This design comes from an exercise in tuning for small area, a short achievable clock period and few clock cycles per item on the open sky130 flow, not from production work.
Where RTL was checked, it was by simulation tests only, not by an equivalence proof against the original.
For run 8, only the layout was checked, not whether the RTL still works.
No activity file was given, so power comes from the tool's default toggle rates.

[config.mk]
export PLATFORM = sky130hd
export DESIGN_NAME = boron_dec
export DESIGN_NICKNAME = boron_dec
export VERILOG_FILES = /design/flow/design.v
export SDC_FILE = /design/flow/constraint.sdc
export NUM_CORES = 4
export LEC_CHECK = 0
export CAP_MARGIN = 20
export CORE_MARGIN = 2
export CORE_UTILIZATION = 40
export CTS_BUF_LIST = sky130_fd_sc_hd__clkbuf_4 sky130_fd_sc_hd__clkbuf_8
export SETUP_SLACK_MARGIN = 2.5
export SLEW_MARGIN = 20
[constraint.sdc]
create_clock -name core_clock -period 5.0 [get_ports {clk}]
set_input_delay 1.0000 -clock core_clock [delete_from_list [all_inputs] [get_ports {clk}]]
set_output_delay 1.0000 -clock core_clock [all_outputs]
set_load 0.01 [all_outputs]
[design.v]
module s_box (
    input [3:0] i_sb, output [3:0] o_sb
);
    assign o_sb[0] = (!i_sb[3]&!i_sb[2]&i_sb[1]) | (!i_sb[2]&i_sb[1]&i_sb[0]) 
    | (!i_sb[3]&i_sb[2]&!i_sb[1]) | (i_sb[2]&!i_sb[1]&i_sb[0]) | 
    (i_sb[3]&!i_sb[2]&!i_sb[1]&!i_sb[0]) | (i_sb[3]&i_sb[2]&i_sb[1]&!i_sb[0]);
    assign o_sb[1] = (!i_sb[3]&!i_sb[2]&!i_sb[0]) | (!i_sb[3]&!i_sb[1]&!i_sb[0]) | (i_sb[2]&i_sb[1]&i_sb[0]) 
| (i_sb[3]&!i_sb[2]&i_sb[0]) | (i_sb[3]&i_sb[2]&i_sb[1]);
    assign o_sb[2] = (!i_sb[3]&!i_sb[2]&!i_sb[1]) | (!i_sb[2]&!i_sb[1]&!i_sb[0]) | (!i_sb[3]&i_sb[2]&!i_sb[0]) 
| (i_sb[3]&i_sb[1]&i_sb[0]) | (i_sb[3]&i_sb[2]&i_sb[0]);
    assign o_sb[3] = (!i_sb[3]&!i_sb[2]&!i_sb[0]) | (!i_sb[3]&i_sb[1]&!i_sb[0]) | (!i_sb[3]&i_sb[2]&i_sb[0]) 
| (i_sb[3]&!i_sb[1]&!i_sb[0]) | (i_sb[3]&!i_sb[2]&i_sb[1]&i_sb[0]);
endmodule
module block_shuffle (
    input [15:0] i_bs, output [15:0] o_bs
);
    assign o_bs = {i_bs[7:4], i_bs[3:0], i_bs[15:12], i_bs[11:8]};
endmodule
module round_permutation #(
    parameter [5:0] shift = 5'b0000,
    parameter [7:0] data_length = 8'd16
)(
    input [data_length - 1:0] i_rp,  output [data_length - 1:0] o_rp
); 
assign o_rp = (i_rp << shift) | (i_rp >> (data_length - shift));
endmodule
module key_scheduler (
    input clk, rst, input [4:0] round_counter, input [79:0] i_ks_oldkey, output [79:0] o_ks_newkey 
);
    wire [79:0] level_shift;
    wire [79:0] level_sbox;
    wire [4:0] xor_rc;
    round_permutation #(.shift(13), .data_length(80)) rp (.i_rp(i_ks_oldkey), .o_rp(level_shift));
    s_box sb(.i_sb(level_shift[3:0]), .o_sb(level_sbox[3:0]));
    assign level_sbox[79:4] = level_shift[79:4];
    assign xor_rc = level_sbox[63:59]^(round_counter -1);
    assign o_ks_newkey = {level_sbox[79:64], xor_rc, level_sbox[58:0]};
endmodule
module dec_s_box (
    input [3:0] i_sb, output reg [3:0] o_sb 
);
    always @(*) begin
        case(i_sb)
        4'h0: o_sb = 4'hA;
        4'h1: o_sb = 4'h3;
        4'h2: o_sb = 4'h9;
        4'h3: o_sb = 4'hE;
        4'h4: o_sb = 4'h1;
        4'h5: o_sb = 4'hD;
        4'h6: o_sb = 4'hF;
        4'h7: o_sb = 4'h4;
        4'h8: o_sb = 4'hC;
        4'h9: o_sb = 4'h5;
        4'hA: o_sb = 4'h7;
        4'hB: o_sb = 4'h2;
        4'hC: o_sb = 4'h6;
        4'hD: o_sb = 4'h8;
        4'hE: o_sb = 4'h0;
        4'hF: o_sb = 4'hB;
        endcase
    end
endmodule
module dec_block_shuffle (
    input [15:0] i_bs, output [15:0] o_bs
);
    block_shuffle bs (i_bs, o_bs);
endmodule
module dec_round_permutation #(
    parameter [5:0] shift = 5'b0000,
    parameter [7:0] data_length = 8'd16
)(
    input [data_length - 1:0] i_rp,  output [data_length - 1:0] o_rp
); 
    assign o_rp = (i_rp >> shift) | (i_rp << (data_length - shift));
endmodule
module dec_XOR_layer (
    input [63:0] i_xor, output [63:0] o_xor
);
    assign o_xor = {(i_xor[63:48]^i_xor[47:32]), (i_xor[47:32]^i_xor[31:16]^i_xor[15:0]),(i_xor[63:48]^i_xor[47:32]^i_xor[31:16]), (i_xor[31:16]^i_xor[15:0])};
endmodule
module dec_permutation_layer (
    input [63:0] i_pl, output [63:0] o_pl
);
    wire [63:0] rp2bs;
    wire [63:0] xor2rp;
    dec_XOR_layer xl(.i_xor(i_pl), .o_xor(xor2rp));
            dec_round_permutation #(.shift(1), .data_length(16)) rp0(.i_rp(xor2rp[(16*0 + 15):16*0]), .o_rp(rp2bs[15:0]));
            dec_round_permutation #(.shift(4), .data_length(16)) rp1(.i_rp(xor2rp[(16*1 + 15):16*1]), .o_rp(rp2bs[(16 + 15):16*1]));
            dec_round_permutation #(.shift(7), .data_length(16)) rp2(.i_rp(xor2rp[(16*2 + 15):16*2]), .o_rp(rp2bs[(16*2 + 15):16*2]));
            dec_round_permutation #(.shift(9), .data_length(16)) rp3(.i_rp(xor2rp[(16*3 + 15):16*3]), .o_rp(rp2bs[(16*3 + 15):16*3]));
    genvar i;
    generate
        for (i = 0; i < 4; i = i +1 ) begin
            dec_block_shuffle bs(.i_bs(rp2bs[(16*i + 15):16*i]), .o_bs(o_pl[(16*i + 15):16*i]));
        end
    endgenerate
endmodule
module dec_add_round_key (
    input [63:0] i_ark_cipher, input [63:0] i_ark_key,
    output [63:0] o_ark_msg
);
    wire [63:0] sb2xor;
    wire [63:0] pl2sb;
    dec_permutation_layer pl(.i_pl(i_ark_cipher), .o_pl(pl2sb));
    genvar j;
    generate    
    for(j=0; j < 16; j = j + 1) begin
            dec_s_box sb(.i_sb(pl2sb[(4*j + 3):4*j]), .o_sb(sb2xor[(4*j + 3):4*j]));
        end
    endgenerate
    assign o_ark_msg = i_ark_key ^ sb2xor;
endmodule
module dec_key_scheduler (
    input clk, rst, input [4:0] round_counter, input [79:0] i_ks_oldkey, output [79:0] o_ks_newkey 
);
    wire [79:0] level_shift;
    wire [79:0] level_sbox;
    wire [4:0] xor_rc;
    assign {level_sbox[79:64], xor_rc, level_sbox[58:0]} = i_ks_oldkey;
    assign level_sbox[63:59] = xor_rc ^(round_counter -1);
    assign level_shift[79:4] = level_sbox[79:4];
    dec_s_box sb(.i_sb(level_sbox[3:0]), .o_sb(level_shift[3:0]));
    dec_round_permutation #(.shift(13), .data_length(80)) rp (.i_rp(level_shift), .o_rp(o_ks_newkey));
endmodule
module boron_dec (
    input  clk, rst, start, input [63:0] plain_text, input [79:0] master_key,
    output reg done, output [63:0] cipher_text
);
    function [3:0] sbox(input [3:0] a);
        begin
            sbox[0] = 16'h693c >> a;
            sbox[1] = 16'hca95 >> a;
            sbox[2] = 16'ha953 >> a;
            sbox[3] = 16'h19e5 >> a;
        end
    endfunction
    function [3:0] isbox(input [3:0] a);
        begin
            isbox[0] = 16'h8676 >> a;
            isbox[1] = 16'h9c4b >> a;
            isbox[2] = 16'h17e8 >> a;
            isbox[3] = 16'ha16d >> a;
        end
    endfunction
    function [79:0] kfwd(input [79:0] k, input [4:0] rc);
        reg [79:0] t;
        begin
            t = {k[66:0], k[79:67]};
            t[3:0] = sbox(t[3:0]);
            t[63:59] = t[63:59] ^ rc;
            kfwd = t;
        end
    endfunction
    function [79:0] kinv(input [79:0] k, input [4:0] rc);
        reg [79:0] t;
        begin
            t = k;
            t[63:59] = t[63:59] ^ rc;
            t[3:0] = isbox(t[3:0]);
            kinv = {t[12:0], t[79:13]};
        end
    endfunction
    function [79:0] kfwd12(input [79:0] k, input [4:0] b);
        reg [79:0] t;
        integer i;
        begin
            t = k;
            for (i = 0; i < 12; i = i + 1)
                t = kfwd(t, b + i[4:0]);
            kfwd12 = t;
        end
    endfunction
    function [63:0] iround(input [63:0] x, input [63:0] k);
        reg [15:0] w0, w1, w2, w3;
        reg [63:0] y, z;
        integer j;
        begin
            w3 = (x[63:48] ^ x[47:32]) ^ (k[63:48] ^ k[47:32]);
            w2 = (x[47:32] ^ x[31:16] ^ x[15:0]) ^ (k[47:32] ^ k[31:16] ^ k[15:0]);
            w1 = (x[63:48] ^ x[47:32] ^ x[31:16]) ^ (k[63:48] ^ k[47:32] ^ k[31:16]);
            w0 = (x[31:16] ^ x[15:0]) ^ (k[31:16] ^ k[15:0]);
            y = {{w3[8:0], w3[15:9]}, {w2[6:0], w2[15:7]}, {w1[3:0], w1[15:4]}, {w0[0], w0[15:1]}};
            for (j = 0; j < 4; j = j + 1)
                z[16*j +: 16] = {y[16*j+4 +: 4], y[16*j +: 4], y[16*j+12 +: 4], y[16*j+8 +: 4]};
            for (j = 0; j < 16; j = j + 1)
                iround[4*j +: 4] = isbox(z[4*j +: 4]);
        end
    endfunction
    reg id, kg1, kg2, rd;
    reg [4:0] cnt;
    reg [63:0] x;
    reg [79:0] k;
    wire [79:0] kl = kfwd(master_key, 5'd0);
    wire [79:0] kf = kfwd12(k, kg2 ? 5'd13 : 5'd1);
    wire [79:0] kb = kinv(k, cnt);
    wire [63:0] xr = iround(x, k[63:0]);
    assign cipher_text = x ^ k[63:0];
    always @(posedge clk) begin
        x <= ({64{id}} & plain_text) | ({64{rd}} & xr) | ({64{kg1 | kg2}} & x);
        k <= ({80{id}} & kl) | ({80{kg1 | kg2}} & kf) | ({80{rd}} & kb);
        cnt <= rd ? cnt - 5'd1 : 5'd24;
    end
    always @(posedge clk) begin
        if (!rst) begin
            id <= 1'b1;
            kg1 <= 1'b0;
            kg2 <= 1'b0;
            rd <= 1'b0;
            done <= 1'b0;
        end else begin
            done <= rd && cnt == 5'd0;
            id <= id ? !start : (rd && cnt == 5'd0);
            kg1 <= id && start;
            kg2 <= kg1;
            rd <= kg2 || (rd && cnt != 5'd0);
        end
    end
endmodule
[flow/run.sh]
#!/bin/bash
set -euo pipefail
export BUFFER_PORTS_ARGS="-buffer_cell sky130_fd_sc_hd__buf_1"
bash standard.sh > standard.log 2>&1
[standard.sh]
#!/bin/bash
# synth_recipe.tcl (not shown) runs the flow's synth.tcl, then flattens the netlist and writes it again
# the make line also repeats each setting of config.mk as NAME=value (left out here)
make -C /OpenROAD-flow-scripts/flow DESIGN_CONFIG=/design/flow/config.mk WORK_HOME=/design/flow/orfs CLKGATE_MAP_FILE= SYNTH_SCRIPT=/design/flow/synth_recipe.tcl "${@:-finish}"
==> impl_metrics.yaml, run 1 <==
worst_setup_path:
  required_ps: 4000
  worstSetupEndpointType: "primary output"
  cp.arrival_ps: 1510
  critical_path.max_stage_delay_ps: 440
  timing.setup.critical_path_class: "flop to primary output"
  r2r_cells: 8
  start_kind: "flop"
  path_max_fanout: 5
  crit_slowest_cell: "dfxtp_1"
  crit_chain: "xnor2_4, inv_1, buf_1"
grt:
  grt.busiest_layer: "met2"
  globalRouteOverflowTotal: 0
  grt_pass1_wl_mm: 62.2
  use_met3_pct: 4.42
  use_met2_pct: 41.8
  grtUsageTotal_pct: 26.5
  grt_pass1_vias: 10300
  antenna_found_initial: 1
  use_met1_pct: 36.6
  grt_start_max_net_pins: 79
timing:
  worst_pin_slew_ps: 947
  clock_skew_ps: 20.4
  slew_headroom_pct: 36.9
  period_minus_slack_ps: 2510
  drv_slew: 0
  fmax_ghz: 0.398
  grt_setup_unrepaired: "true"
  finalCritPeriodShare_pct: 50.2
  setup_viol: 0
  tns_ps: 0
  hold_viol_final: 0
power:
  power.density_mw_per_mm2: 825
  leakage_nw: 5.76
  ir_drop_v: 0.000299
placed_design:
  dpl-instance-area_mm2: 0.0130
  place.gp.congestion: 0.917
  io_buffers: 211
  dp_hpwl_mm: 32.0
routing:
  wl_mm: 42.0
  antenna_left: 0
  wl_per_cell_um: 21.6
  drc: 0
  num_vias: 11300
  drtIter0Drc: 1063
  dr.pass1.iters: 5
  viasPerCell: 5.81
synthesis:
  synth_top_area_share_pct: 25.7
  syn_area_mm2: 0.0120
  ys_top_cells_by_count: "dfxtp_1 (154), inv_1 (117), xnor2_1 (110), a22oi_1 (92)"
  yosysSeqAreaShare_pct: 25.7
  synth.avg_cell_area_um2: 8.70
  yosysMostFrequentCell: "dfxtp_1"
  synthCells: 1378
  synth_async_sr_flop_share_pct: 0
  synth_ff_type: "dfxtp_1"
  synth_cell_types: 75
  synth_nets: 1572
  synth_edf_count: 0
  yosysWarnings: 1
  synth_top_area_cell: "dfxtp_1"
  synthTopCellsByArea: "dfxtp_1 (26%), xnor2_1 (8.0%), a22oi_1 (5.8%)"
  synth-seq-cells: 154
run_status:
  status: "complete, no violations"
cts:
  cts_tree: "built"
  root_buffer: "clkbuf_8"
  clk_pin_slew_ps: 90
  postCtsHoldBufs: 0
  clock-sinks: 154
  clk_latency_ps: 490
  htree_levels: 4
  cts.path.max_buffers: 2
  cts_made_buffers: 17
finish:
  layout-drive-gt1-share_pct: 15.4
  syn2layout_area_growth_pct: 19.6
  finalInstanceArea_mm2: 0.0143
  nFillCells: 2857
  nets: 1733
min_path:
  hp-class: "flop to flop"
  worstHoldPathCells: 1
floorplanning:
  fp.dieArea_mm2: 0.0314
  rows: 63
  core_mm2: 0.0296
  die_width_um: 177
  die_h_um: 177
  ioPinCount: 212
  start_util_pct: 40.6
job:
  maxCapViolCount: 0
## cell usage in the layout (no fill, tap or decap), types with 16 or more instances in the layout
cell type  netlist  final
a211oi_1        21     21
a21oi_1         55     55
a221o_1         25     25
a222oi_1        22     22
a22oi_1         92     92
buf_1            7    210
clkbuf_8         0     17
dfxtp_1        154    101
dfxtp_2          0     33
dfxtp_4          0     20
ha_1            47     47
inv_1          117    115
inv_2           16     17
mux2i_1         35     31
nand2_1         75     75
nand2b_1        22     22
nand3_1         19     19
nor2_1          77     76
nor3_1          16     16
o21ai_0         77     77
o21ai_1         57     57
xnor2_1        110     70
xnor2_2         25     39
xnor2_4          6     32
## sequential cells by signal, indices dropped and copies added, names as in the netlist
name / flops
k: 80
x: 64
rd: 1
done: 1
id: 1
kg2: 1
cnt: 5
kg1: 1
## worst max-delay path: cells and delay by family (launching register included)
| family | cells | cell delay [ps] |
|---|---|---|
| buf+inv | 2 | 210 |
| xor+xnor | 1 | 390 |
| flops | 1 | 440 |
## final timing paths
check / startpoint / endpoint / slack, ps
setup / recovery: k[26]$_DFF_P_ / cipher_text[26] / 2490
hold / removal: cnt[0]$_SDFF_PN0_ / cnt[0]$_SDFF_PN0_ / 480
setup reg to reg: k[53]$_DFF_P_ / x[27]$_DFF_P_ / 2620
hold reg to reg: cnt[0]$_SDFF_PN0_ / cnt[0]$_SDFF_PN0_ / 480
## final cells by class
type                    instances  area, um^2  area share [%]
multi-input cells            1009        8840            61.7
flip-flops and latches        154        3200            22.3
repair buffers                224         916            6.39
inverters                     133         503            3.51
well taps                     390         488            3.40
clock buffers                  19         249            1.74
clock inverters                13         136           0.952
diodes                          1        2.50          0.0175
## power breakdown
part           internal, mW  total, mW  switching [mW]
combinational          3.79       8.58            4.79
clock                 0.419      0.975           0.555
sequential             1.56       2.27           0.710
total                  5.77       11.8            6.05
## metal layers
metal,wire (um),up-vias
met1,18000,5390
met2,19200,512
met3,3440,62
li1,-,5328
met5,0,-
met4,1370,0
## metrics by stage
stage / utilization, % / hold WS (ps) / setup WS (ps) / cells / power [mW]
floorplan: - / 422 / 2830 / 1378 / 8.44
global placement: 43.9 / 438 / 2250 / 1902 / 10.1
detailed placement: 43.9 / 449 / 2200 / 1902 / 10.2
CTS: 47.4 / 473 / 2320 / 1935 / 11.5
global route: 48.5 / 528 / 2420 / 1942 / 12.8
finish: 48.5 / 479 / 2490 / 1943 / 11.8
## cells by family (layout without fill, tap and decap cells)
logic type | count (synthesis) | after routing | share of synthesized area, %
buffers and inverters | 215 | 389 | 7.14
and+or+nand+nor | 240 | 240 | 9.09
AOI/OAI and AO/OA | 465 | 465 | 26.9
other | 0 | 1 | 0
DFF | 154 | 154 | 25.7
muxes | 49 | 49 | 5.04
xor gates and xnor gates | 196 | 196 | 20.2
adders and majority gates | 59 | 59 | 5.96
## timing repair
item                       4_1_cts  5_1_grt
pin swaps                        5       15
resized for setup              115       46
cloned                           0        0
setup endpoints to repair       82       64
buffers inserted                 1        7
Testbench counts, summed over its fixed seeds: cycles 10,760, items 384.
==> run 2: changes to the inputs <==
--- a/config.mk
+++ b/config.mk
@@ -9,5 +9,6 @@
 export CORE_MARGIN = 2
 export CORE_UTILIZATION = 40
 export CTS_BUF_LIST = sky130_fd_sc_hd__clkbuf_4 sky130_fd_sc_hd__clkbuf_8
+export PLACE_DENSITY = 0.75
 export SETUP_SLACK_MARGIN = 2.5
 export SLEW_MARGIN = 20
==> impl_metrics.yaml, run 2 <==
timing:
  hold_viol_final: 0
  worst_pin_slew_ps: 868
  period_minus_slack_ps: 2480
  setup_viol: 0
  finalCritPeriodShare_pct: 49.5
  tns_ps: 0
  fmax_ghz: 0.404
  clock_skew_ps: 17.4
  slew_headroom_pct: 41.3
  drv_slew: 0
  grt_setup_unrepaired: "true"
  fin_hold_ws_ps: 472
synthesis:
  synthAdderAreaFrac_pct: 5.96
  ys_top_cells_by_count: "dfxtp_1 (154), inv_1 (117), xnor2_1 (110), a22oi_1 (92)"
  synthTopCellsByArea: "dfxtp_1 (26%), xnor2_1 (8.0%), a22oi_1 (5.8%)"
  yosysWarnings: 1
  synth_top_area_cell: "dfxtp_1"
  synth.avg_cell_area_um2: 8.70
  yosysSeqAreaShare_pct: 25.7
  yosysMostFrequentCell: "dfxtp_1"
  synth_compound_area_share_pct: 26.9
  synth-simple-area-share_pct: 9.09
  synth_top_family_by_area: "compound AO/OA/AOI/OAI gates"
  synth_nets: 1572
  synthCells: 1378
  synth_top_area_share_pct: 25.7
  synth_ff_type: "dfxtp_1"
  synth_xor_area_share_pct: 20.2
  syn_area_mm2: 0.0120
  synth_cell_types: 75
  synthMuxAreaShare_pct: 5.04
  synth_edf_count: 0
  synth-seq-cells: 154
  synth_async_sr_flop_share_pct: 0
floorplanning:
  ioPinCount: 212
  fp.dieArea_mm2: 0.0314
  core_mm2: 0.0296
  rows: 63
  die_width_um: 177
  die_h_um: 177
  start_util_pct: 40.6
finish:
  stdcell_count: 1943
  reg_top3: "k (80), x (64), cnt (5)"
  syn2layout_area_growth_pct: 19.2
  antenna-diode-count: 0
  layout_commonest_cell: "buf_1"
  largest_register_ffs: 80
  nets: 1734
  final_cell_mix: "buf_1 (210), inv_1 (116), dfxtp_1 (101)"
  layout-drive-gt1-share_pct: 15.2
  nFillCells: 2742
  finalInstanceArea_mm2: 0.0143
  top_register: "k"
routing:
  met2_length_mm: 18.3
  wl_per_cell_um: 21.3
  wl_met1_mm: 16.4
  antenna_left: 0
  highest-signal-layer: "met4"
  viasPerCell: 5.97
  num_vias: 11600
  route.met3.wl_mm: 4.67
  drc: 0
  drtIter0Drc: 1490
  wl_mm: 41.3
  dr.pass1.iters: 8
power:
  power.density_mw_per_mm2: 830
  p_total_mw: 11.9
  leakage_nw: 5.76
  ir_drop_v: 0.000286
placed_design:
  placed_cells: 1906
  dpl-instance-area_mm2: 0.0130
  place.gp.congestion: 0.991
  dp_hpwl_mm: 31.8
  io_buffers: 211
grt:
  grtUsageTotal_pct: 25.6
  grt_pass1_vias: 10500
  antenna_found_initial: 0
  globalRouteOverflowTotal: 0
  grt_pass1_wl_mm: 60.9
  grt_start_max_net_pins: 74
worst_setup_path:
  cp.arrival_ps: 1480
  required_ps: 4000
  timing.setup.critical_path_class: "flop to primary output"
  path_max_fanout: 4
  start_kind: "flop"
  worstSetupEndpointType: "primary output"
cts:
  htree_levels: 4
  cts_made_buffers: 17
  clk_latency_ps: 470
  clk_pin_slew_ps: 100
  clock-sinks: 154
  cts_tree: "built"
  cts.path.max_buffers: 2
  root_buffer: "clkbuf_8"
job:
  maxCapViolCount: 0
run_status:
  status: "complete, no violations"
min_path:
  hp-class: "flop to flop"
[run 2: cell counts after synthesis]
No cell type changed its count.
[run 2: cell type report]
cell class	count	area (um^2)	share of cell area, %
Clock buffer	18	248	1.73
Clock inverter	14	158	1.10
Inverter	133	499	3.49
Multi-Input combinational cell	1009	8800	61.6
Sequential cell	154	3190	22.3
Tap cell	390	488	3.42
Timing Repair Buffer	225	898	6.29
[run 2: worst max-delay path, stage by stage, from the launching register on]
cell and delay, ps:
dfxtp_1 480, xor2_2 300, clkbuf_2 230
[run 2: logic make-up (layout without fill, tap and decap cells)]
logic type,count (synthesis),count (layout)
DFF,154,154
buffers and inverters,215,390
xor gates and xnor gates,196,196
adders and majority gates,59,59
muxes,49,49
AOI/OAI and AO/OA,465,465
and+or+nand+nor,240,240
[run 2: power by group]
group	total, mW	internal [mW]	switching [mW]
sequential	2.27	1.56	0.708
clock	0.990	0.429	0.561
combinational	8.59	3.77	4.82
total	11.9	5.76	6.09
[run 2: timing repair]
action / CTS / global route
pin swaps: 5 / 11
setup buffers: 0 / 5
endpoints found under the setup margin: 86 / 65
hold buffers: 0 / 0
resized for setup: 94 / 60
[run 2: worst paths after layout]
| check | startpoint | end | slack, ps | depth (start not counted) |
|---|---|---|---|---|
| worst max-delay path | x[39]$_DFF_P_ | cipher_text[39] | 2520 | 2 |
| worst max register to register | k[40]$_DFF_P_ | x[31]$_DFF_P_ | 2610 | 8 |
| worst min register to register | k[77]$_DFF_P_ | k[73]$_DFF_P_ | 470 | 1 |
| worst min-delay path | k[77]$_DFF_P_ | k[73]$_DFF_P_ | 470 | 1 |
[run 2: through the flow]
| step | setup WS, ps | util (%) |
|---|---|---|
| after floorplan | 2830 | - |
| after global placement | 2250 | 43.9 |
| after detailed placement | 2170 | 43.9 |
| after CTS | 2340 | 47.1 |
| after global routing | 2490 | 48.3 |
| final | 2520 | 48.3 |
[run 2: per-layer routing]
layer  up-vias  global-route usage (%)
li1       5325                       -
met1      5471                    35.4
met2       707                    39.0
met3        90                    3.76
met4         0                    12.6
met5         -                       0
==> run 3: changes to the inputs <==
--- a/config.mk
+++ b/config.mk
@@ -10,5 +10,5 @@
 export CORE_UTILIZATION = 40
 export CTS_BUF_LIST = sky130_fd_sc_hd__clkbuf_4 sky130_fd_sc_hd__clkbuf_8
 export PLACE_DENSITY = 0.75
-export SETUP_SLACK_MARGIN = 2.5
+export SETUP_SLACK_MARGIN = 2.4
 export SLEW_MARGIN = 20
==> impl_metrics.yaml, run 3 <==
run_status:
  status: "complete, no violations"
routing:
  highest-signal-layer: "met4"
  route.met3.wl_mm: 4.19
  antenna_left: 0
  dr.pass1.iters: 9
  num_vias: 11500
  wl_mm: 40.8
  met2_length_mm: 18.1
  wl_met1_mm: 16.7
  drc: 0
  wl_per_cell_um: 21.0
  viasPerCell: 5.96
  drtIter0Drc: 1559
worst_setup_path:
  reg2reg_slack_ps: 2550
  worstSetupEndpointType: "primary output"
  cp-startpoint: "k[62]$_DFF_P_"
  start_kind: "flop"
  timing.rr.start: "kg2$_SDFF_PN0_"
  crit_path_end: "cipher_text[62]"
  r2r_cells: 5
  path_max_fanout: 3
  r2r_end: "x[29]$_DFF_P_"
  required_ps: 4000
  timing.setup.critical_path_class: "flop to primary output"
  cp.arrival_ps: 1550
floorplanning:
  die_h_um: 177
  die_width_um: 177
  fp.dieArea_mm2: 0.0314
  ioPinCount: 212
  start_util_pct: 40.6
  rows: 63
  core_mm2: 0.0296
placed_design:
  dp_hpwl_mm: 31.8
  io_buffers: 211
  place.gp.congestion: 0.991
timing:
  fmax_ghz: 0.392
  period_minus_slack_ps: 2550
  finalCritPeriodShare_pct: 51.1
  slew_headroom_pct: 41.9
  tns_ps: 0
  worst_pin_slew_ps: 870
  hold_viol_final: 0
  grt_setup_unrepaired: "true"
  clock_skew_ps: 20.2
  drv_slew: 0
  setup_viol: 0
cts:
  cts_tree: "built"
  clk_latency_ps: 470
  cts_setup_buffers: 0
  root_buffer: "clkbuf_8"
  clk_pin_slew_ps: 100
  postCtsHoldBufs: 0
  clock-sinks: 154
  cts_made_buffers: 17
  cts.path.max_buffers: 2
  htree_levels: 4
finish:
  antenna-diode-count: 0
  regArea_mm2: 0.00313
  layout-drive-gt1-share_pct: 12.7
  multiInputGateArea_mm2: 0.00849
  reg_top3: "k (80), x (64), cnt (5)"
  nFillCells: 2828
  top_register: "k"
  largest_register_ffs: 80
  layout_commonest_cell: "buf_1"
  final_cell_mix: "buf_1 (211), dfxtp_1 (124), inv_1 (117)"
  syn2layout_area_growth_pct: 15.7
  nets: 1729
power:
  swShare_pct: 51.7
  p_total_mw: 11.6
  clockPowerShare_pct: 8.5
  combinationalPowerShare_pct: 72.6
  power.density_mw_per_mm2: 836
  internal_power_mw: 5.60
  leakage_nw: 5.66
  ir_drop_v: 0.000287
  p_sw_mw: 5.99
  seq_power_share_pct: 18.8
synthesis:
  synth_ff_type: "dfxtp_1"
  synth-seq-cells: 154
  synth_top_area_cell: "dfxtp_1"
  synth.avg_cell_area_um2: 8.70
  synth_cell_types: 75
  synthTopCellsByArea: "dfxtp_1 (26%), xnor2_1 (8.0%), a22oi_1 (5.8%)"
  synth_top_area_share_pct: 25.7
  synth_async_sr_flop_share_pct: 0
  yosysMostFrequentCell: "dfxtp_1"
  yosysWarnings: 1
  synth_nets: 1572
  ys_top_cells_by_count: "dfxtp_1 (154), inv_1 (117), xnor2_1 (110), a22oi_1 (92)"
  yosysSeqAreaShare_pct: 25.7
  syn_area_mm2: 0.0120
  synthCells: 1378
  synth_edf_count: 0
min_path:
  hp-class: "flop to flop"
grt:
  grtUsageTotal_pct: 25.4
  globalRouteOverflowTotal: 0
  grt_start_max_net_pins: 74
  antenna_found_initial: 0
  grt_pass1_wl_mm: 60.3
  grt_pass1_vias: 10500
job:
  maxCapViolCount: 0
[run 3: power by group through the flow]
stage / sequential, mW / combinational, mW / clock, mW
4_1_cts: 2.12 / 8.22 / 0.994
6_report: 2.19 / 8.42 / 0.989
3_3_place_gp: 2.09 / 7.86 / 0
2_1_floorplan: 1.77 / 6.66 / 0
3_5_place_dp: 2.10 / 8.08 / 0
5_1_grt: 2.21 / 9.21 / 1.05
[run 3: critical path, stage by stage (launching register included)]
cell and delay (ps):
dfxtp_1 440, xnor2_1 400, inv_1 110, buf_1 140
[run 3: cell type report]
cell class / instances / area share (%)
multi-input combinational: 1009 / 61.2
sequential: 154 / 22.6
timing repair buffer: 220 / 6.20
inverter: 133 / 3.60
tap: 390 / 3.52
clock buffer: 18 / 1.79
clock inverter: 14 / 1.14
[run 3: worst min-delay path by stage]
stage          slack, ps              start  depth (start not counted)                end
2_1_floorplan        420  cnt[0]$_SDFF_PN0_                          1  cnt[0]$_SDFF_PN0_
3_3_place_gp         440  cnt[0]$_SDFF_PN0_                          1  cnt[0]$_SDFF_PN0_
3_5_place_dp         450  cnt[0]$_SDFF_PN0_                          1  cnt[0]$_SDFF_PN0_
4_1_cts              470      k[77]$_DFF_P_                          1      k[73]$_DFF_P_
5_1_grt              500      k[77]$_DFF_P_                          1      k[73]$_DFF_P_
6_report             470  cnt[0]$_SDFF_PN0_                          1  cnt[0]$_SDFF_PN0_
[run 3: cell families (layout without fill, tap and decap cells)]
logic type	Yosys count	after routing	synth area share (%)
compound gates	465	465	26.9
xor+xnor	196	196	20.2
fa+ha+maj	59	59	5.96
buf+inv	215	385	7.14
flops	154	154	25.7
mux	49	49	5.04
simple gates	240	240	9.09
[run 3: stage by stage]
stage          hold slack (ps)  setup slack [ps]  cell area [um^2]  instances  util (%)
5_1_grt                    505              2400             13900       1938      46.9
2_1_floorplan              422              2830             12000       1378         -
4_1_cts                    475              2320             13700       1938      46.3
3_5_place_dp               453              2170             13000       1906      43.9
6_report                   468              2450             13900       1938      46.9
3_3_place_gp               442              2250             13000       1906      43.9
[run 3: layer usage]
layer | up-vias | global-route usage (%)
met5 | - | 0
met3 | 74 | 4.08
met4 | 0 | 11.7
met1 | 5510 | 34.9
met2 | 651 | 39.0
li1 | 5306 | -
[run 3: what timing repair did]
item                                    CTS  global route
endpoints found under the setup margin   49            38
pin swaps                                 0             2
resized for setup                        52            31
==> run 4: changes to the inputs <==
--- a/config.mk
+++ b/config.mk
@@ -10,5 +10,5 @@
 export CORE_UTILIZATION = 40
 export CTS_BUF_LIST = sky130_fd_sc_hd__clkbuf_4 sky130_fd_sc_hd__clkbuf_8
 export PLACE_DENSITY = 0.75
-export SETUP_SLACK_MARGIN = 2.4
+export SETUP_SLACK_MARGIN = 2.6
 export SLEW_MARGIN = 20
==> impl_metrics.yaml, run 4 <==
timing:
  period_minus_slack_ps: 2380
  grt_setup_unrepaired: "true"
  clock_skew_ps: 16.8
  worst_pin_slew_ps: 856
  hold_viol_final: 0
  finalCritPeriodShare_pct: 47.7
  slew_headroom_pct: 42.2
  setup_viol: 0
  fmax_ghz: 0.419
  tns_ps: 0
  fin_ws_ps: 2620
  drv_slew: 0
synthesis:
  synth.avg_cell_area_um2: 8.70
  synth_top_area_share_pct: 25.7
  synth_ff_type: "dfxtp_1"
  synthTopCellsByArea: "dfxtp_1 (26%), xnor2_1 (8.0%), a22oi_1 (5.8%)"
  yosysMostFrequentCell: "dfxtp_1"
  synthCells: 1378
  synth_nets: 1572
  synth_cell_types: 75
  yosysWarnings: 1
  yosysSeqAreaShare_pct: 25.7
  synth_edf_count: 0
  synth-seq-cells: 154
  ys_top_cells_by_count: "dfxtp_1 (154), inv_1 (117), xnor2_1 (110), a22oi_1 (92)"
  synth_async_sr_flop_share_pct: 0
  syn_area_mm2: 0.0120
  synth_top_area_cell: "dfxtp_1"
finish:
  final_cell_mix: "buf_1 (204), inv_1 (113), a22oi_1 (92)"
  nFillCells: 2645
  largest_register_ffs: 80
  layout_commonest_cell: "buf_1"
  top_register: "k"
  finalInstanceArea_mm2: 0.0151
  nets: 1803
  antenna-diode-count: 0
  layout-drive-gt1-share_pct: 21.8
  reg_top3: "k (80), x (64), cnt (5)"
  stdcell_count: 2012
  syn2layout_area_growth_pct: 26.2
floorplanning:
  core_mm2: 0.0296
  die_width_um: 177
  die_h_um: 177
  rows: 63
  fp.dieArea_mm2: 0.0314
  ioPinCount: 212
  start_util_pct: 40.6
routing:
  dr.pass1.iters: 8
  wl_mm: 42.8
  drc: 0
  antenna_left: 0
  wl_per_cell_um: 21.3
  drtIter0Drc: 1775
  num_vias: 11900
  viasPerCell: 5.92
cts:
  cts.path.max_buffers: 2
  clk_pin_slew_ps: 90
  root_buffer: "clkbuf_8"
  cts_tree: "built"
  clk_latency_ps: 470
  clock-sinks: 154
  postCtsHoldBufs: 0
  htree_levels: 4
  cts_made_buffers: 17
worst_setup_path:
  timing.setup.critical_path_class: "flop to primary output"
  start_kind: "flop"
  required_ps: 4000
  path_max_fanout: 3
  worstSetupEndpointType: "primary output"
  cp.arrival_ps: 1380
placed_design:
  place_ws_ps: 2170
  placed_cells: 1906
  dpl-instance-area_mm2: 0.0130
  io_buffers: 211
  place.gp.congestion: 0.991
  dp_hpwl_mm: 31.8
grt:
  antenna_found_initial: 0
  grt_pass1_wl_mm: 61.9
  grt_pass1_vias: 10700
  globalRouteOverflowTotal: 0
  grt_start_max_net_pins: 74
  grtUsageTotal_pct: 26.1
run_status:
  status: "complete, no violations"
power:
  ir_drop_v: 0.000315
  leakage_nw: 6.15
  power.density_mw_per_mm2: 822
min_path:
  hp-class: "flop to flop"
job:
  maxCapViolCount: 0
[run 4: cell counts after synthesis]
No cell type changed its count.
[run 4: kinds of logic (layout without fill, tap and decap cells)]
logic type	Yosys count	after routing	synth area share [%]
mux	49	49	5.04
compound gates	465	465	26.9
simple gates	240	240	9.09
xor+xnor	196	196	20.2
fa+ha+maj	59	59	5.96
buf+inv	215	459	7.14
flops	154	154	25.7
[run 4: layout make-up]
type | count | area [um^2] | area share (%)
clock inverters | 14 | 158 | 1.04
clock buffers | 18 | 248 | 1.64
repair buffers | 294 | 1440 | 9.49
inverters | 133 | 499 | 3.30
flip-flops and latches | 154 | 3290 | 21.7
well taps | 390 | 488 | 3.22
multi-input cells | 1009 | 9010 | 59.6
[run 4: critical path: stages, from the launching register on]
cell and delay (ps):
dfxtp_1 500, xnor2_4 150, inv_1 120, buf_1 140
[run 4: routing by layer]
layer	track usage [%]	wire length, um	part of all wire [%]
met2	39.7	19100	45
met5	0	0	0
met1	34.7	16600	39
met3	5.15	4880	11
met4	14.1	2230	5.2
[run 4: stage by stage]
stage | hold slack (ps) | utilization, % | power (mW)
after global placement | 442 | 43.9 | 9.95
after detailed placement | 453 | 43.9 | 10.2
after floorplan | 422 | - | 8.44
final | 474 | 51.2 | 12.4
after global routing | 505 | 51.2 | 13.3
after CTS | 473 | 48.9 | 11.8
[run 4: power by group]
group	switching (mW)	leakage, nW	internal (mW)
registers	0.711	1.31	1.58
logic	5.01	4.64	4.14
clock network	0.568	0.203	0.429
[run 4: worst paths after layout]
check / from / to / slack, ps / depth (start not counted)
hold / removal: cnt[0]$_SDFF_PN0_ / cnt[0]$_SDFF_PN0_ / 470 / 1
hold reg to reg: cnt[0]$_SDFF_PN0_ / cnt[0]$_SDFF_PN0_ / 470 / 1
setup reg to reg: k[37]$_DFF_P_ / x[27]$_DFF_P_ / 2660 / 8
setup / recovery: k[27]$_DFF_P_ / cipher_text[27] / 2620 / 3
[run 4: what timing repair did]
| item | 4_1_cts | 5_1_grt |
|---|---|---|
| setup endpoints to repair | 123 | 68 |
| resized for setup | 181 | 60 |
| buffers inserted | 15 | 59 |
| cloned | 0 | 0 |
| pin swaps | 27 | 25 |
==> run 5: changes to the inputs <==
--- a/config.mk
+++ b/config.mk
@@ -9,6 +9,5 @@
 export CORE_MARGIN = 2
 export CORE_UTILIZATION = 40
 export CTS_BUF_LIST = sky130_fd_sc_hd__clkbuf_4 sky130_fd_sc_hd__clkbuf_8
-export PLACE_DENSITY = 0.75
-export SETUP_SLACK_MARGIN = 2.6
+export SETUP_SLACK_MARGIN = 2.2
 export SLEW_MARGIN = 20
==> impl_metrics.yaml, run 5 <==
synthesis:
  syn_area_mm2: 0.0120
  synthCells: 1378
  synth_top_area_share_pct: 25.7
  synth_edf_count: 0
  synth_compound_area_share_pct: 26.9
  synth_cell_types: 75
  yosysMostFrequentCell: "dfxtp_1"
  synth_async_sr_flop_share_pct: 0
  synthAdderAreaFrac_pct: 5.96
  ys_top_cells_by_count: "dfxtp_1 (154), inv_1 (117), xnor2_1 (110), a22oi_1 (92)"
  synthMuxAreaShare_pct: 5.04
  synth-seq-cells: 154
  yosysWarnings: 1
  yosysSeqAreaShare_pct: 25.7
  synth_ff_type: "dfxtp_1"
  synth.avg_cell_area_um2: 8.70
  synth-simple-area-share_pct: 9.09
  synth_nets: 1572
  synth_top_area_cell: "dfxtp_1"
  synthTopCellsByArea: "dfxtp_1 (26%), xnor2_1 (8.0%), a22oi_1 (5.8%)"
  synth_xor_area_share_pct: 20.2
  synth_top_family_by_area: "compound AO/OA/AOI/OAI gates"
routing:
  antenna_left: 0
  drtIter0Drc: 1054
  drc: 0
  dr.pass1.iters: 5
  wl_per_cell_um: 21.5
  wl_mm: 41.5
  num_vias: 11100
  viasPerCell: 5.72
worst_setup_path:
  r2r_cells: 8
  cp.arrival_ps: 1730
  reg2reg_slack_ps: 2400
  crit_path_end: "cipher_text[55]"
  required_ps: 4000
  timing.setup.critical_path_class: "flop to primary output"
  start_kind: "flop"
  timing.rr.start: "k[29]$_DFF_P_"
  path_max_fanout: 5
  r2r_end: "k[29]$_DFF_P_"
  worstSetupEndpointType: "primary output"
  cp-startpoint: "k[55]$_DFF_P_"
placed_design:
  placed_cells: 1902
  dpl-instance-area_mm2: 0.0130
  io_buffers: 211
  place.gp.congestion: 0.917
  dp_hpwl_mm: 32.0
floorplanning:
  start_util_pct: 40.6
  die_h_um: 177
  core_mm2: 0.0296
  fp.dieArea_mm2: 0.0314
  die_width_um: 177
  ioPinCount: 212
  rows: 63
finish:
  finalInstanceArea_mm2: 0.0135
  top_register: "k"
  layout-drive-gt1-share_pct: 9.65
  syn2layout_area_growth_pct: 12.6
  largest_register_ffs: 80
  reg_top3: "k (80), x (64), cnt (5)"
  nFillCells: 2967
  final_cell_mix: "buf_1 (211), dfxtp_1 (144), inv_1 (116)"
  nets: 1725
  stdcell_count: 1935
  finish.utilization_pct: 45.7
  layout_commonest_cell: "buf_1"
job:
  maxCapViolCount: 0
timing:
  finalCritPeriodShare_pct: 54.6
  period_minus_slack_ps: 2730
  tns_ps: 0
  fmax_ghz: 0.366
  grt_setup_unrepaired: "false"
  worst_pin_slew_ps: 942
  drv_slew: 0
  slew_headroom_pct: 37.2
  setup_viol: 0
  clock_skew_ps: 20.4
  hold_viol_final: 0
  fin_hold_ws_ps: 475
grt:
  antenna_found_initial: 1
  grt_start_max_net_pins: 79
  globalRouteOverflowTotal: 0
  grt_pass1_wl_mm: 61.3
  grtUsageTotal_pct: 26.3
  grt_pass1_vias: 10200
cts:
  ctsResizeCount: 8
  clock-sinks: 154
  clk_latency_ps: 480
  cts_tree: "built"
  cts.path.max_buffers: 2
  clk_pin_slew_ps: 100
  cts_made_buffers: 17
  postCtsHoldBufs: 0
  cts_setup_buffers: 0
  htree_levels: 4
  root_buffer: "clkbuf_8"
power:
  power.density_mw_per_mm2: 841
  ir_drop_v: 0.000281
  leakage_nw: 5.51
min_path:
  hp-class: "flop to flop"
run_status:
  status: "complete, no violations"
==> run 5: changes by cell type in the layout (fill, tap and decap cells not counted), sizes merged <==
cell and delta:
clkbuf -4, clkinvlp +2, inv -1, clkinv -2, diode +1, buf -73
==> run 5: worst min-delay path by stage <==
stage	slack [ps]	cells past startpoint	from	endpoint
6_report	480	1	cnt[0]$_SDFF_PN0_	cnt[0]$_SDFF_PN0_
4_1_cts	470	1	cnt[0]$_SDFF_PN0_	cnt[0]$_SDFF_PN0_
5_1_grt	530	1	k[77]$_DFF_P_	k[73]$_DFF_P_
3_3_place_gp	440	1	cnt[0]$_SDFF_PN0_	cnt[0]$_SDFF_PN0_
3_5_place_dp	450	1	cnt[0]$_SDFF_PN0_	cnt[0]$_SDFF_PN0_
2_1_floorplan	420	1	cnt[0]$_SDFF_PN0_	cnt[0]$_SDFF_PN0_
==> run 5: per-stage QoR <==
stage / setup WS, ps / power [mW]
3_5_place_dp: 2200 / 10.2
3_3_place_gp: 2250 / 10.1
4_1_cts: 2200 / 11.2
6_report: 2270 / 11.3
5_1_grt: 2190 / 12.3
2_1_floorplan: 2830 / 8.44
==> run 5: area by class of cell <==
class / count / area, um^2 / area share [%]
flip-flops and latches: 154 / 3100 / 23.0
clock buffers: 19 / 249 / 1.84
clock inverters: 13 / 136 / 1.01
repair buffers: 216 / 855 / 6.33
multi-input cells: 1009 / 8170 / 60.5
well taps: 390 / 488 / 3.62
inverters: 133 / 499 / 3.70
diodes: 1 / 2.50 / 0.0185
==> run 5: metal layers <==
metal / GRT usage (%) / vias up / share of wire (%)
met1: 35.7 / 5254 / 43
met5: 0 / - / 0
li1: - / 5308 / -
met4: 10.8 / 0 / 3.4
met2: 40.7 / 439 / 45
met3: 5.22 / 63 / 8.5
==> run 5: worst max-delay path, cell delays in order, from the launching register on <==
cell and delay [ps]:
dfxtp_1 450, xnor2_1 580, inv_1 80, buf_1 140
==> run 5: cells by family (layout without fill, tap and decap cells) <==
group,count (synthesis),after routing
AND/OR/NAND/NOR,240,240
other,0,1
multiplexers,49,49
flip-flops,154,154
buffers and inverters,215,381
adder cells (fa/ha/maj),59,59
AO/OA/AOI/OAI,465,465
XOR/XNOR,196,196
==> run 5: where the power goes <==
part           switching (mW)  leakage, nW  internal (mW)
Combinational            4.74         4.02           3.52
Sequential              0.582         1.30           1.53
Clock                   0.558        0.189          0.419
Total                    5.88         5.51           5.47
==> run 6: changes to the inputs <==
--- a/config.mk
+++ b/config.mk
@@ -9,5 +9,5 @@
 export CORE_MARGIN = 2
 export CORE_UTILIZATION = 40
 export CTS_BUF_LIST = sky130_fd_sc_hd__clkbuf_4 sky130_fd_sc_hd__clkbuf_8
-export SETUP_SLACK_MARGIN = 2.2
+export SETUP_SLACK_MARGIN = 2.8
 export SLEW_MARGIN = 20
==> impl_metrics.yaml, run 6 <==
run_status:
  status: "complete, no violations"
grt:
  grt_pass1_vias: 11300
  grt_start_max_net_pins: 79
  grtUsageTotal_pct: 28.5
  antenna_found_initial: 1
  grt_pass1_wl_mm: 66.4
  globalRouteOverflowTotal: 0
timing:
  slew_headroom_pct: 37.5
  finalCritPeriodShare_pct: 46.9
  grt_setup_unrepaired: "true"
  period_minus_slack_ps: 2350
  tns_ps: 0
  fmax_ghz: 0.426
  drv_slew: 0
  hold_viol_final: 0
  clock_skew_ps: 18.5
  worst_pin_slew_ps: 937
  setup_viol: 0
synthesis:
  synth_cell_types: 75
  yosysSeqAreaShare_pct: 25.7
  yosysWarnings: 1
  synthTopCellsByArea: "dfxtp_1 (26%), xnor2_1 (8.0%), a22oi_1 (5.8%)"
  synth-seq-cells: 154
  synth_top_area_share_pct: 25.7
  synth_top_area_cell: "dfxtp_1"
  synthCells: 1378
  synth_nets: 1572
  ys_top_cells_by_count: "dfxtp_1 (154), inv_1 (117), xnor2_1 (110), a22oi_1 (92)"
  synth_edf_count: 0
  synth_async_sr_flop_share_pct: 0
  syn_area_mm2: 0.0120
  synth.avg_cell_area_um2: 8.70
  synth_ff_type: "dfxtp_1"
  yosysMostFrequentCell: "dfxtp_1"
floorplanning:
  fp.dieArea_mm2: 0.0314
  die_h_um: 177
  rows: 63
  die_width_um: 177
  ioPinCount: 212
  core_mm2: 0.0296
  start_util_pct: 40.6
cts:
  clk_latency_ps: 500
  root_buffer: "clkbuf_8"
  cts_tree: "built"
  cts.path.max_buffers: 2
  postCtsHoldBufs: 0
  clk_pin_slew_ps: 100
  clock-sinks: 154
  cts_made_buffers: 17
  htree_levels: 4
finish:
  reg_top3: "k (80), x (64), cnt (5)"
  top_register: "k"
  layout-drive-gt1-share_pct: 35.7
  syn2layout_area_growth_pct: 42.0
  layout_commonest_cell: "buf_4"
  largest_register_ffs: 80
  nets: 1907
  final_cell_mix: "buf_4 (175), buf_1 (157), a22oi_1 (92)"
routing:
  wl_per_cell_um: 22.2
  antenna_left: 0
  dr.pass1.iters: 7
  viasPerCell: 5.84
  drtIter0Drc: 1138
  wl_mm: 47.0
  drc: 0
  num_vias: 12400
worst_setup_path:
  crit_slowest_cell: "dfxtp_2"
  required_ps: 4000
  critical_path.max_stage_delay_ps: 360
  cpLargestDelayFamily: "flip-flops"
  path_max_fanout: 2
  crit_chain: "xnor2_4, inv_1, buf_1"
  start_kind: "flop"
  cp.depth: 3
  path_buf_inv: 2
  cp.arrival_ps: 1350
  r2r_cells: 9
  timing.setup.critical_path_class: "flop to primary output"
  worstSetupEndpointType: "primary output"
power:
  ir_drop_v: 0.000311
  power.density_mw_per_mm2: 831
  leakage_nw: 6.97
  p_total_mw: 14.1
placed_design:
  io_buffers: 211
  dp_hpwl_mm: 32.0
  place.gp.congestion: 0.917
job:
  maxCapViolCount: 0
min_path:
  worstHoldPathCells: 1
  hp-class: "flop to flop"
==> run 6: cell count changes in the layout (fill, tap and decap cells not counted), moves of 34 or more <==
cell | previous run | this run
buf_4 | 3 | 175
xnor2_4 | 6 | 60
buf_6 | 0 | 36
dfxtp_4 | 2 | 86
buf_1 | 211 | 157
dfxtp_2 | 8 | 45
xnor2_1 | 98 | 64
dfxtp_1 | 144 | 23
==> run 6: worst paths after layout <==
check                         start           endpoint  slack (ps)
setup / recovery      x[12]$_DFF_P_    cipher_text[12]        2650
hold / removal    cnt[0]$_SDFF_PN0_  cnt[0]$_SDFF_PN0_         470
setup reg to reg      k[17]$_DFF_P_      x[11]$_DFF_P_        2760
hold reg to reg   cnt[0]$_SDFF_PN0_  cnt[0]$_SDFF_PN0_         470
==> run 6: logic make-up after synthesis <==
kind of cell / Yosys count / share of synthesized area [%]
adders and majority gates: 59 / 5.96
DFF: 154 / 25.7
muxes: 49 / 5.04
AOI/OAI and AO/OA: 465 / 26.9
and+or+nand+nor: 240 / 9.09
xor gates and xnor gates: 196 / 20.2
buffers and inverters: 215 / 7.14
==> run 6: metal layers <==
metal | GRT usage [%] | up-vias | routed length, um
met4 | 16.4 | 0 | 2940
li1 | - | 5687 | -
met5 | 0 | - | 0
met2 | 44.7 | 672 | 21100
met1 | 36.2 | 5881 | 18600
met3 | 5.95 | 131 | 4290
==> run 6: worst register-to-register path, delay by kind of cell, from the launching register on <==
family                   cells  cell delay, ps
XOR/XNOR                     2             540
flip-flops                   1             390
buffers and inverters        3             350
adder cells (fa/ha/maj)      1             340
multiplexers                 2             290
AO/OA/AOI/OAI                1             220
==> run 6: repair_timing <==
item | CTS | global route
gates resized for setup | 403 | 120
setup buffers | 138 | 42
pin swaps | 65 | 56
gates cloned | 0 | 2
endpoints found under the setup margin | 174 | 113
endpoints found under the hold margin | 0 | 0
==> run 6: final cells by class <==
type,count,area (um^2)
diodes,1,2.50
clock buffers,19,249
clock inverters,13,136
fillers,2491,12500
inverters,133,513
multi-input cells,1011,9610
flip-flops and latches,154,3460
well taps,390,488
repair buffers,396,2550
==> run 6: power by group <==
group | switching, mW | internal (mW)
clock network | 0.574 | 0.419
registers | 0.649 | 1.64
logic | 5.61 | 5.24
total | 6.83 | 7.30
==> run 6: through the flow <==
| stage | hold slack (ps) | util, % | instances | setup WS, ps | area (um^2) |
|---|---|---|---|---|---|
| 6_report | 472 | 57.6 | 2117 | 2650 | 17000 |
| 2_1_floorplan | 422 | - | 1378 | 2830 | 12000 |
| 5_1_grt | 528 | 57.6 | 2116 | 2620 | 17000 |
| 3_3_place_gp | 438 | 43.9 | 1902 | 2250 | 13000 |
| 4_1_cts | 473 | 54.4 | 2072 | 2630 | 16100 |
| 3_5_place_dp | 449 | 43.9 | 1902 | 2200 | 13000 |
==> run 7: changes to the inputs <==
==> flow/run.sh (replaced) <==
#!/bin/bash
set -euo pipefail
export BUFFER_PORTS_ARGS="-buffer_cell sky130_fd_sc_hd__buf_1"
export CTS_ARGS="-sink_clustering_enable -repair_clock_nets -buf_list {sky130_fd_sc_hd__clkbuf_4 sky130_fd_sc_hd__clkbuf_8} -dont_use_dummy_load"
bash standard.sh > standard.log 2>&1
--- a/config.mk
+++ b/config.mk
@@ -8,6 +8,6 @@
 export CAP_MARGIN = 20
 export CORE_MARGIN = 2
 export CORE_UTILIZATION = 40
-export CTS_BUF_LIST = sky130_fd_sc_hd__clkbuf_4 sky130_fd_sc_hd__clkbuf_8
-export SETUP_SLACK_MARGIN = 2.8
+export PLACE_DENSITY = 0.75
+export SETUP_SLACK_MARGIN = 2.5
 export SLEW_MARGIN = 20
==> impl_metrics.yaml, run 7 <==
worst_setup_path:
  crit_chain: "xnor2_4, inv_1, buf_1"
  path_buf_inv: 2
  start_kind: "flop"
  required_ps: 4000
  timing.setup.critical_path_class: "flop to primary output"
  crit_slowest_cell: "dfxtp_1"
  critical_path.max_stage_delay_ps: 630
  cpLargestDelayFamily: "flip-flops"
  path_max_fanout: 4
  cp.arrival_ps: 1480
  worstSetupEndpointType: "primary output"
placed_design:
  place.gp.congestion: 0.991
  placed_cells: 1906
  dp_hpwl_mm: 31.8
  io_buffers: 211
  dpl-instance-area_mm2: 0.0130
grt:
  grtUsageTotal_pct: 25.5
  grt_pass1_wl_mm: 60.6
  grt_start_max_net_pins: 74
  antenna_found_initial: 0
  globalRouteOverflowTotal: 0
  grt_pass1_vias: 10400
synthesis:
  yosysSeqAreaShare_pct: 25.7
  synth_top_area_share_pct: 25.7
  yosysWarnings: 1
  synthCells: 1378
  synth_async_sr_flop_share_pct: 0
  synth_ff_type: "dfxtp_1"
  synth-seq-cells: 154
  synth_cell_types: 75
  synth_nets: 1572
  synth_top_area_cell: "dfxtp_1"
  synth_edf_count: 0
  syn_area_mm2: 0.0120
  synthTopCellsByArea: "dfxtp_1 (26%), xnor2_1 (8.0%), a22oi_1 (5.8%)"
  ys_top_cells_by_count: "dfxtp_1 (154), inv_1 (117), xnor2_1 (110), a22oi_1 (92)"
  yosysMostFrequentCell: "dfxtp_1"
  synth.avg_cell_area_um2: 8.70
finish:
  antenna-diode-count: 0
  multiInputGateArea_mm2: 0.00877
  reg_top3: "k (80), x (64), cnt (5)"
  finalInstanceArea_mm2: 0.0141
  final_cell_mix: "buf_1 (210), inv_1 (116), dfxtp_1 (102)"
  finish.utilization_pct: 47.6
  top_register: "k"
  layout_commonest_cell: "buf_1"
  layout-drive-gt1-share_pct: 14.3
  syn2layout_area_growth_pct: 17.4
  stdcell_count: 1927
  nFillCells: 2766
  largest_register_ffs: 80
  regArea_mm2: 0.00318
  nets: 1733
routing:
  num_vias: 11600
  dr.pass1.iters: 6
  wl_mm: 41.1
  drc: 0
  antenna_left: 0
  wl_per_cell_um: 21.3
  viasPerCell: 6.01
  drtIter0Drc: 1757
timing:
  fmax_ghz: 0.403
  slew_headroom_pct: 41.1
  worst_pin_slew_ps: 871
  fin_hold_ws_ps: 474
  tns_ps: 0
  finalCritPeriodShare_pct: 49.7
  clock_skew_ps: 41.8
  drv_slew: 0
  grt_setup_unrepaired: "true"
  period_minus_slack_ps: 2480
  setup_viol: 0
  hold_viol_final: 0
min_path:
  hp-class: "flop to flop"
power:
  leakage_nw: 5.67
  combinationalPowerShare_pct: 74.2
  power.density_mw_per_mm2: 824
  swShare_pct: 51.3
  ir_drop_v: 0.000270
  internal_power_mw: 5.64
  seq_power_share_pct: 19.5
  clockPowerShare_pct: 6.3
  p_sw_mw: 5.95
cts:
  clock-sinks: 154
  root_buffer: "clkbuf_8"
  htree_levels: 4
  clk_latency_ps: 470
  clk_pin_slew_ps: 80
  cts_made_buffers: 17
  postCtsHoldBufs: 0
  cts.path.max_buffers: 2
  cts_tree: "built"
floorplanning:
  fp.dieArea_mm2: 0.0314
  die_width_um: 177
  rows: 63
  ioPinCount: 212
  die_h_um: 177
  start_util_pct: 40.6
  core_mm2: 0.0296
run_status:
  status: "complete, no violations"
job:
  maxCapViolCount: 0
==> run 7: cell counts after synthesis <==
Identical to the previous run, type by type.
==> run 7: stage by stage <==
stage	power, mW	setup slack [ps]
6_report	11.6	2520
2_1_floorplan	8.44	2830
5_1_grt	12.5	2480
3_5_place_dp	10.2	2170
3_3_place_gp	9.95	2250
4_1_cts	11.2	2360
==> run 7: timing repair <==
| item | 4_1_cts | 5_1_grt |
|---|---|---|
| setup buffers | 0 | 4 |
| pin swaps | 5 | 10 |
| endpoints found under the setup margin | 87 | 61 |
| endpoints found under the hold margin | 0 | 0 |
| gates resized for setup | 90 | 57 |
==> run 7: kinds of logic after synthesis <==
kind of cell,after synthesis,share of synthesized area [%]
compound gates,465,26.9
simple gates,240,9.09
buf+inv,215,7.14
xor+xnor,196,20.2
flops,154,25.7
fa+ha+maj,59,5.96
mux,49,5.04
==> run 7: final timing paths <==
check	start	end	slack [ps]	cells past startpoint
hold / removal	cnt[0]$_SDFF_PN0_	cnt[0]$_SDFF_PN0_	470	1
hold reg to reg	cnt[0]$_SDFF_PN0_	cnt[0]$_SDFF_PN0_	470	1
setup / recovery	k[52]$_DFF_P_	cipher_text[52]	2520	3
setup reg to reg	k[28]$_DFF_P_	k[27]$_DFF_P_	2570	8
==> run 7: area by class of cell <==
cell class / instances / area share (%)
Multi-Input combinational cell: 1009 / 62.3
Sequential cell: 154 / 22.6
Timing Repair Buffer: 224 / 6.42
Inverter: 133 / 3.55
Tap cell: 390 / 3.47
Clock buffer: 17 / 1.66
==> run 7: power by group through the flow <==
stage               clock (mW)  sequential [mW]  combinational, mW
global route             0.791             2.28               9.41
floorplan                    0             1.77               6.66
global placement             0             2.09               7.86
CTS                      0.735             2.17               8.29
detailed placement           0             2.10               8.08
finish                   0.734             2.26               8.60
==> run 7: layer usage <==
metal  wire (um)  vias to the layer above  global-route usage (%)
met5           0                        -                       0
met4        2020                        0                    12.4
met3        4660                       91                    4.04
met2       18100                      664                    39.0
met1       16400                     5536                    35.1
li1            -                     5298                       -
==> run 8: changes to the inputs <==
--- a/design.v
+++ b/design.v
@@ -170,15 +170,15 @@
             kfwd12 = t;
         end
     endfunction
-    function [63:0] iround(input [63:0] x, input [63:0] k);
+    function [63:0] iround(input [63:0] o);
         reg [15:0] w0, w1, w2, w3;
         reg [63:0] y, z;
         integer j;
         begin
-            w3 = (x[63:48] ^ x[47:32]) ^ (k[63:48] ^ k[47:32]);
-            w2 = (x[47:32] ^ x[31:16] ^ x[15:0]) ^ (k[47:32] ^ k[31:16] ^ k[15:0]);
-            w1 = (x[63:48] ^ x[47:32] ^ x[31:16]) ^ (k[63:48] ^ k[47:32] ^ k[31:16]);
-            w0 = (x[31:16] ^ x[15:0]) ^ (k[31:16] ^ k[15:0]);
+            w3 = o[63:48] ^ o[47:32];
+            w2 = o[47:32] ^ o[31:16] ^ o[15:0];
+            w1 = o[63:48] ^ o[47:32] ^ o[31:16];
+            w0 = o[31:16] ^ o[15:0];
             y = {{w3[8:0], w3[15:9]}, {w2[6:0], w2[15:7]}, {w1[3:0], w1[15:4]}, {w0[0], w0[15:1]}};
             for (j = 0; j < 4; j = j + 1)
                 z[16*j +: 16] = {y[16*j+4 +: 4], y[16*j +: 4], y[16*j+12 +: 4], y[16*j+8 +: 4]};
@@ -193,7 +193,7 @@
     wire [79:0] kl = kfwd(master_key, 5'd0);
     wire [79:0] kf = kfwd12(k, kg2 ? 5'd13 : 5'd1);
     wire [79:0] kb = kinv(k, cnt);
-    wire [63:0] xr = iround(x, k[63:0]);
+    wire [63:0] xr = iround(x ^ k[63:0]);
     assign cipher_text = x ^ k[63:0];
     always @(posedge clk) begin
         x <= ({64{id}} & plain_text) | ({64{rd}} & xr) | ({64{kg1 | kg2}} & x);
==> flow/run.sh (replaced) <==
#!/bin/bash
set -euo pipefail
export BUFFER_PORTS_ARGS="-buffer_cell sky130_fd_sc_hd__buf_1"
bash standard.sh > standard.log 2>&1
--- a/config.mk
+++ b/config.mk
@@ -8,6 +8,5 @@
 export CAP_MARGIN = 20
 export CORE_MARGIN = 2
 export CORE_UTILIZATION = 40
-export PLACE_DENSITY = 0.75
 export SETUP_SLACK_MARGIN = 2.5
 export SLEW_MARGIN = 20
==> impl_metrics.yaml, run 8 <==
finish:
  final_cell_mix: "buf_1 (211), o21ai_0 (141), inv_1 (131)"
  finalInstanceArea_mm2: 0.0144
  reg_top3: "k (80), x (64), cnt (5)"
  antenna-diode-count: 0
  syn2layout_area_growth_pct: 22.6
  stdcell_count: 1939
  layout_commonest_cell: "buf_1"
  top_register: "k"
  layout-drive-gt1-share_pct: 13.1
  largest_register_ffs: 80
  finish.utilization_pct: 50.0
  nets: 1737
worst_setup_path:
  crit_slowest_cell: "dfxtp_1"
  required_ps: 4000
  timing.setup.critical_path_class: "flop to primary output"
  reg2reg_slack_ps: 2650
  cp.arrival_ps: 1500
  r2r_cells: 7
  worstSetupEndpointType: "primary output"
  cpLargestDelayFamily: "flip-flops"
  r2r_end: "x[19]$_DFF_P_"
  crit_chain: "xnor2_4, inv_1, buf_1"
  path_buf_inv: 2
  timing.rr.start: "k[45]$_DFF_P_"
  critical_path.max_stage_delay_ps: 440
  path_max_fanout: 4
  start_kind: "flop"
synthesis:
  synthTopCellsByArea: "dfxtp_1 (26%), xnor2_1 (8.4%), o21ai_0 (6.1%)"
  synth_top_area_share_pct: 26.3
  synth-seq-cells: 154
  synth_nets: 1577
  synth_cell_types: 67
  syn_area_mm2: 0.0117
  synth.avg_cell_area_um2: 8.49
  synth_edf_count: 0
  synth_top_area_cell: "dfxtp_1"
  synthCells: 1383
  yosysMostFrequentCell: "dfxtp_1"
  yosysWarnings: 1
  synth_ff_type: "dfxtp_1"
  synth_async_sr_flop_share_pct: 0
  yosysSeqAreaShare_pct: 26.3
  ys_top_cells_by_count: "dfxtp_1 (154), o21ai_0 (142), inv_1 (132), xnor2_1 (113), a22oi_1 (92)"
floorplanning:
  start_util_pct: 40.8
  die_width_um: 175
  die_h_um: 175
  fp.dieArea_mm2: 0.0307
  ioPinCount: 212
  core_mm2: 0.0288
  rows: 62
grt:
  globalRouteOverflowTotal: 0
  grt_start_max_net_pins: 100
  antenna_found_initial: 0
  grtUsageTotal_pct: 26.7
  grt_pass1_wl_mm: 62.1
  grt_pass1_vias: 10300
timing:
  fmax_ghz: 0.400
  clock_skew_ps: 15.1
  grt_setup_unrepaired: "true"
  drv_slew: 0
  hold_viol_final: 0
  tns_ps: 0
  period_minus_slack_ps: 2500
  finalCritPeriodShare_pct: 50.0
  setup_viol: 0
  slew_headroom_pct: 30.1
  worst_pin_slew_ps: 1030
routing:
  wl_mm: 42.0
  dr.pass1.iters: 8
  antenna_left: 0
  viasPerCell: 5.84
  drtIter0Drc: 1425
  num_vias: 11300
  wl_per_cell_um: 21.7
  drc: 0
power:
  p_sw_mw: 5.76
  p_total_mw: 11.7
  swShare_pct: 49.2
  internal_power_mw: 5.95
  seq_power_share_pct: 18.7
  clockPowerShare_pct: 11.9
  ir_drop_v: 0.000379
  power.density_mw_per_mm2: 814
  leakage_nw: 5.84
  combinationalPowerShare_pct: 69.4
min_path:
  hp-class: "flop to flop"
  min-delay-start: "cnt[0]$_SDFF_PN0_"
  worstHoldPathCells: 1
  min_to: "cnt[0]$_SDFF_PN0_"
placed_design:
  io_buffers: 211
  place.gp.congestion: 0.925
  dp_hpwl_mm: 31.4
  dpl-instance-area_mm2: 0.0128
  placed_cells: 1905
cts:
  root_buffer: "clkbuf_16"
  cts_tree: "built"
  clk_pin_slew_ps: 70
  htree_levels: 4
  cts_made_buffers: 17
  cts.path.max_buffers: 2
  clock-sinks: 154
  clk_latency_ps: 440
run_status:
  status: "complete, no violations"
job:
  maxCapViolCount: 0
-- run 8: worst max-delay path by stage --
stage	start	to	slack, ps	depth (start not counted)
after CTS	k[5]$_DFF_P_	cipher_text[5]	2300	3
after global placement	k[4]$_DFF_P_	x[39]$_DFF_P_	2220	7
after detailed placement	k[4]$_DFF_P_	x[38]$_DFF_P_	2150	8
after floorplan	k[24]$_DFF_P_	x[43]$_DFF_P_	2660	7
after global routing	k[58]$_DFF_P_	cipher_text[58]	2450	3
final	k[11]$_DFF_P_	cipher_text[11]	2500	3
-- run 8: repair_timing --
item | CTS | global route
gates resized for setup | 101 | 58
setup buffers | 0 | 3
hold buffers | 0 | 0
pin swaps | 2 | 6
setup endpoints to repair | 81 | 71
-- run 8: metrics by stage --
step                      setup slack (ps)  hold slack (ps)
final                                 2500              460
after global routing                  2450              510
after CTS                             2300              463
after detailed placement              2150              448
after global placement                2220              439
after floorplan                       2660              422
-- run 8: cells by family (layout without fill, tap and decap cells) --
group	after synthesis	after routing	share of synthesized area [%]
AOI/OAI and AO/OA	470	470	27.6
xor gates and xnor gates	191	191	18.5
adders and majority gates	58	58	5.98
buffers and inverters	214	386	7.11
DFF	154	154	26.3
muxes	37	37	4.26
and+or+nand+nor	259	259	10.3
-- run 8: cell type report --
cell class | instances | area [um^2]
Clock inverter | 9 | 136
Clock buffer | 22 | 485
Timing Repair Buffer | 222 | 887
Multi-Input combinational cell | 1015 | 8740
Fill cell | 2715 | 14400
Inverter | 133 | 507
Tap cell | 384 | 480
Sequential cell | 154 | 3150
-- run 8: power groups by stage --
stage	combinational, mW	clock (mW)	sequential (mW)
finish	8.13	1.39	2.19
CTS	7.76	1.41	2.12
global placement	7.40	0	2.04
floorplan	6.10	0	1.74
global route	8.95	1.46	2.22
detailed placement	7.50	0	2.04
-- run 8: per-layer routing --
layer	up-vias	global-route usage, %	part of all wire (%)
li1	5352	-	-
met1	5354	37.8	44
met2	546	41.2	45
met3	68	3.44	7.5
met4	0	10.8	3.5
met5	-	0	0

re-timing with driven ports:
How much do the figures lean on ideal ports? The routed layouts below were timed once more, with nothing changed but the port constraints. Step 1, drivers: a clkbuf_16 drives clk and a buf_2 each remaining input, both assumed. Step 2 adds t to the input delays and takes it off the output delays; t is the mean of the earliest and latest rising clock arrival at the registers after step 1. Input paths then give back, and output paths get back, about the clock's delay inside the block. a / b / c = ideal ports / drivers / drivers and shift; a / b = the first two.
run	t (ns)	setup WS [ns]	worst data-port slew with drivers (ns)
run 1	0.524	2.488 / 2.439 / 2.620	0.07
run 2	0.510	2.524 / 2.478 / 2.612	0.06
run 3	0.506	2.447 / 2.400 / 2.549	0.05
run 4	0.512	2.616 / 2.570 / 2.661	0.05
run 5	0.522	2.271 / 2.223 / 2.396	0.08
run 6	0.540	2.654 / 2.604 / 2.764	0.07
run 7	0.497	2.516 / 2.472 / 2.575	0.05
run 8	0.478	2.499 / 2.450 / 2.649	0.05
After both steps setup and hold are still met in every run listed.
